What follows belongs to an exercise in optimizing a design on an open flow for small area; a production flow would make more cautious choices.
Function was checked by simulation only, so behaviour that the tests miss may differ from the original.
Power figures rest on the tool's default switching activity, not on a simulated workload.

wip/harbor:
## events_to_apb
module events_to_apb (
  input   logic         clk,
  input   logic         reset,
  input   logic         event_a_i,
  input   logic         event_b_i,
  input   logic         event_c_i,
  output  logic         apb_psel_o,
  output  logic         apb_penable_o,
  output  logic [31:0]  apb_paddr_o,
  output  logic         apb_pwrite_o,
  output  logic [31:0]  apb_pwdata_o,
  input   logic         apb_pready_i
);
  localparam CNT_W = 16;
  logic sel_q;
  logic en_q;
  logic [1:0] src_q;
  logic a_pending, b_pending, c_pending;
  logic [CNT_W-1:0] a_events, b_events, c_events;
  logic [CNT_W-1:0] wdata;
  wire idle   = ~sel_q;
  wire setup  = sel_q & ~en_q;
  wire access = en_q;
  wire take_a = event_a_i;
  wire take_b = ~event_a_i & event_b_i;
  wire take_c = ~event_a_i & ~event_b_i & event_c_i;
  wire any_ev = event_a_i | event_b_i | event_c_i;
  wire tr_a = take_a | (~any_ev & a_pending);
  wire tr_b = take_b | (~any_ev & ~a_pending & b_pending);
  wire tr_c = take_c | (~any_ev & ~a_pending & ~b_pending & c_pending);
  wire start = any_ev | a_pending | b_pending | c_pending;
  wire src_a = (src_q == 2'd0);
  wire src_b = (src_q == 2'd1);
  wire src_c = (src_q == 2'd2);
  wire za = reset | (setup & src_a);
  wire zb = reset | (setup & src_b);
  wire zc = reset | (setup & src_c);
  wire ia = ~reset & take_a;
  wire ib = ~reset & take_b;
  wire ic = ~reset & take_c;
  logic [CNT_W-1:0] ta, tb, tc;
  logic [CNT_W-1:0] na, nb, nc;
  always_comb begin
    ta[0] = ia;
    tb[0] = ib;
    tc[0] = ic;
    for (int k = 1; k < CNT_W; k++) begin
      ta[k] = ta[k-1] & a_events[k-1];
      tb[k] = tb[k-1] & b_events[k-1];
      tc[k] = tc[k-1] & c_events[k-1];
    end
    na[0] = za ? ia : (a_events[0] ^ ia);
    nb[0] = zb ? ib : (b_events[0] ^ ib);
    nc[0] = zc ? ic : (c_events[0] ^ ic);
    for (int k = 1; k < CNT_W; k++) begin
      na[k] = ~za & (a_events[k] ^ ta[k]);
      nb[k] = ~zb & (b_events[k] ^ tb[k]);
      nc[k] = ~zc & (c_events[k] ^ tc[k]);
    end
  end
  wire ld    = ~reset & setup;
  wire la    = ld & src_a;
  ...
Size in the first run: ~310 cells after synthesis, about 71 flip-flops, roughly 3200 um2 of cells after synthesis.
export LEC_CHECK = 0
export CAP_MARGIN = 20
export CORE_MARGIN = 2
export CORE_UTILIZATION = 40
export SLEW_MARGIN = 20
create_clock -name core_clock -period 5.0 [get_ports {clk}]
standard.sh (not shown) runs the stock make flow with config.mk's settings and CLKGATE_MAP_FILE= SYNTH_SCRIPT=/design/flow/synth_recipe.tcl, a recipe that flattens the netlist after the stock synthesis.
==> flow/flow/run.sh <==
#!/bin/bash
# Layout flow: the standard ORFS flow with
#  - synthesis through synth_recipe.tcl with an area-oriented ABC script,
#  - sky130_fd_sc_hd__buf_1 as the port buffer cell,
#  - a clock tree built from clkbuf_4 cells, without dummy load cells.
# Each tool's log stays in orfs/logs/; make's own output goes to flow_make.log.
set -euo pipefail
W=$(pwd)
export OWN_WORK="$W"
export OWN_ABC_SCRIPT="$W/flow/abc_area.script"
export BUFFER_PORTS_ARGS="-buffer_cell sky130_fd_sc_hd__buf_1"
export CTS_ARGS="-sink_clustering_enable -repair_clock_nets -dont_use_dummy_load -buf_list {sky130_fd_sc_hd__clkbuf_4} -root_buf sky130_fd_sc_hd__clkbuf_4 -sink_clustering_size 30 -sink_clustering_max_diameter 100"
bash standard.sh SYNTH_SCRIPT="$W/flow/own_synth.tcl" finish > "$W/flow_make.log" 2>&1
==> flow/flow/abc_area.script <==
&get -n
&st
&syn2
&dch -f
&nf -R 1000
&put
topo
==> flow/flow/own_synth.tcl <==
# The standard synthesis (synth_recipe.tcl, unchanged), except that the
# ABC mapping step reads an area-oriented ABC script. Flip-flops are mapped
# before ABC runs, so the registers are the standard synthesis's.
proc abc {args} {
  set i [lsearch -exact $args -script]
  if {$i >= 0} {
    set args [lreplace $args [expr {$i + 1}] [expr {$i + 1}] $::env(OWN_ABC_SCRIPT)]
  }
  yosys abc {*}$args
}
source $::env(OWN_WORK)/synth_recipe.tcl
wip/harbor | status: complete | timing, DRC, antenna: pass
For wip/indigo, these inputs were changed with respect to wip/harbor:
- putting ABC_AREA at 1 where nothing was set
==> flow/flow/run.sh <==
#!/bin/bash
set -euo pipefail
export BUFFER_PORTS_ARGS="-buffer_cell sky130_fd_sc_hd__buf_1"
export CTS_ARGS="-sink_clustering_enable -repair_clock_nets -dont_use_dummy_load -buf_list {sky130_fd_sc_hd__clkbuf_4} -root_buf sky130_fd_sc_hd__clkbuf_4 -sink_clustering_size 30 -sink_clustering_max_diameter 100"
bash standard.sh finish > flow_make.log 2>&1
removed: flow/flow/abc_area.script
removed: flow/flow/own_synth.tcl
### Flow results
- Number of rows in the core area (lower): wip/harbor
- wip/indigo vs. wip/harbor: post-route clock period utilization fell 1.9 points, die area now sits higher, final RePlAce weighted congestion has decreased, design area up about 13%.
- Summary: with wip/harbor as the reference, switching power total in wip/indigo moved up by more than 10%.
- Routed length on met2 on wip/indigo is up relative to wip/harbor.


events_to_apb, a different RTL version from the one above (not shown whole).
Size: roughly 330 cells after synthesis, about 70 flip-flops.
==> flow/config.mk <==
export PLATFORM = sky130hd
export DESIGN_NAME = events_to_apb
export DESIGN_NICKNAME = events_to_apb
export VERILOG_FILES = /design/flow/design.v
export SDC_FILE = /design/flow/constraint.sdc
export NUM_CORES = 4
export LEC_CHECK = 0
export CAP_MARGIN = 20
export CORE_MARGIN = 2
export CORE_UTILIZATION = 85
export SLEW_MARGIN = 20
==> flow/constraint.sdc <==
create_clock -name core_clock -period 5.0 [get_ports {clk}]
set_input_delay 1.0000 -clock core_clock [delete_from_list [all_inputs] [get_ports {clk}]]
set_output_delay 1.0000 -clock core_clock [all_outputs]
set_load 0.01 [all_outputs]
==> flow/flow/run.sh <==
#!/bin/bash
# Layout flow: the standard ORFS flow (standard.sh) with
#  - synthesis through synth_recipe.tcl, keeping the (combinational) count
#    bit-slice modules apart until after mapping, mapping them by hand
#    (flow/count_cells.v) and the rest with an area-oriented ABC script,
#    without yosys's full/half-adder extraction (ADDER_MAP_FILE empty);
#  - sky130_fd_sc_hd__buf_1 as the port buffer cell;
#  - a clock tree of clkbuf_4 cells, without dummy load cells;
#  - one tie cell for the constant outputs (no tie fanout repair).
# Each tool's log stays in orfs/logs/; make's own output goes to flow_make.log.
set -euo pipefail
W=$(pwd)
export OWN_WORK="$W"
export OWN_ABC_SCRIPT="$W/flow/abc_area.script"
export BUFFER_PORTS_ARGS="-buffer_cell sky130_fd_sc_hd__buf_1"
export CTS_ARGS="-sink_clustering_enable -repair_clock_nets -dont_use_dummy_load -buf_list {sky130_fd_sc_hd__clkbuf_4} -root_buf sky130_fd_sc_hd__clkbuf_4 -sink_clustering_size 30 -sink_clustering_max_diameter 100"
export SKIP_REPAIR_TIE_FANOUT=1
bash standard.sh SYNTH_SCRIPT="$W/flow/own_synth.tcl" ADDER_MAP_FILE= \
  SYNTH_HIERARCHICAL=1 SYNTH_MINIMUM_KEEP_SIZE=0 finish > "$W/flow_make.log" 2>&1
Other scripts of this flow, unchanged in this note and not shown: flow/flow/abc_area.script, flow/flow/count_cells.v, flow/flow/own_synth.tcl
The starting point produced a clean layout.
Next try:
--- a/flow/flow/run.sh
+++ b/flow/flow/run.sh
@@ -17,0 +18 @@
+export REMOVE_ABC_BUFFERS=1
CORE_UTILIZATION = 75   (was 85)
GPL_TIMING_DRIVEN = 0   (was default)
Worst hold slack stays flat.
Worst setup slack is worse by 99 ps.
Final area is higher by 0.35%.
Synthesized cell count does not change.
Wire length decreases by 8.7%.
Next try:
--- a/flow/flow/run.sh
+++ b/flow/flow/run.sh
@@ -18 +17,0 @@
-export REMOVE_ABC_BUFFERS=1
CORE_UTILIZATION = 90   (was 75)
GPL_TIMING_DRIVEN = default   (was 0)
=> The new run died in 3_1_place_gp_skip_io with GPL-0301; synthesized cell count does not change; area after synthesis does not change.

re-timing with driven ports:
The flow's constraints put no driver on any port. The routed layouts listed below were extracted and timed again, unchanged, in two steps. Step 1, drivers: a clkbuf_16 drives clk and a buf_2 each remaining input, both assumed. Step 2 adds t to the input delays and takes it off the output delays; t is the mean of the earliest and latest rising clock arrival at the registers after step 1. Input paths then give back, and output paths get back, about the clock's delay inside the block. Slacks: no drivers / after step 1 / after step 2; pairs: no drivers / after step 1.
run	t, ns	setup WS [ns]	slew at the worst register clock pin (ns)	pins driven straight from the clock port
wip/harbor	0.415	0.823 / 0.829 / 0.414	0.11 / 0.11	1
wip/indigo	0.419	0.920 / 0.920 / 0.501	0.11 / 0.11	1
the first run of note 2	0.427	1.021 / 1.023 / 0.596	0.12 / 0.12	1
the second run of note 2	0.410	0.922 / 0.927 / 0.517	0.11 / 0.11	1
After both steps every run listed still meets setup and hold. The setup slack of the first run of note 2, which loses most, moves by +0.002 ns with the drivers and by -0.425 ns with both steps.
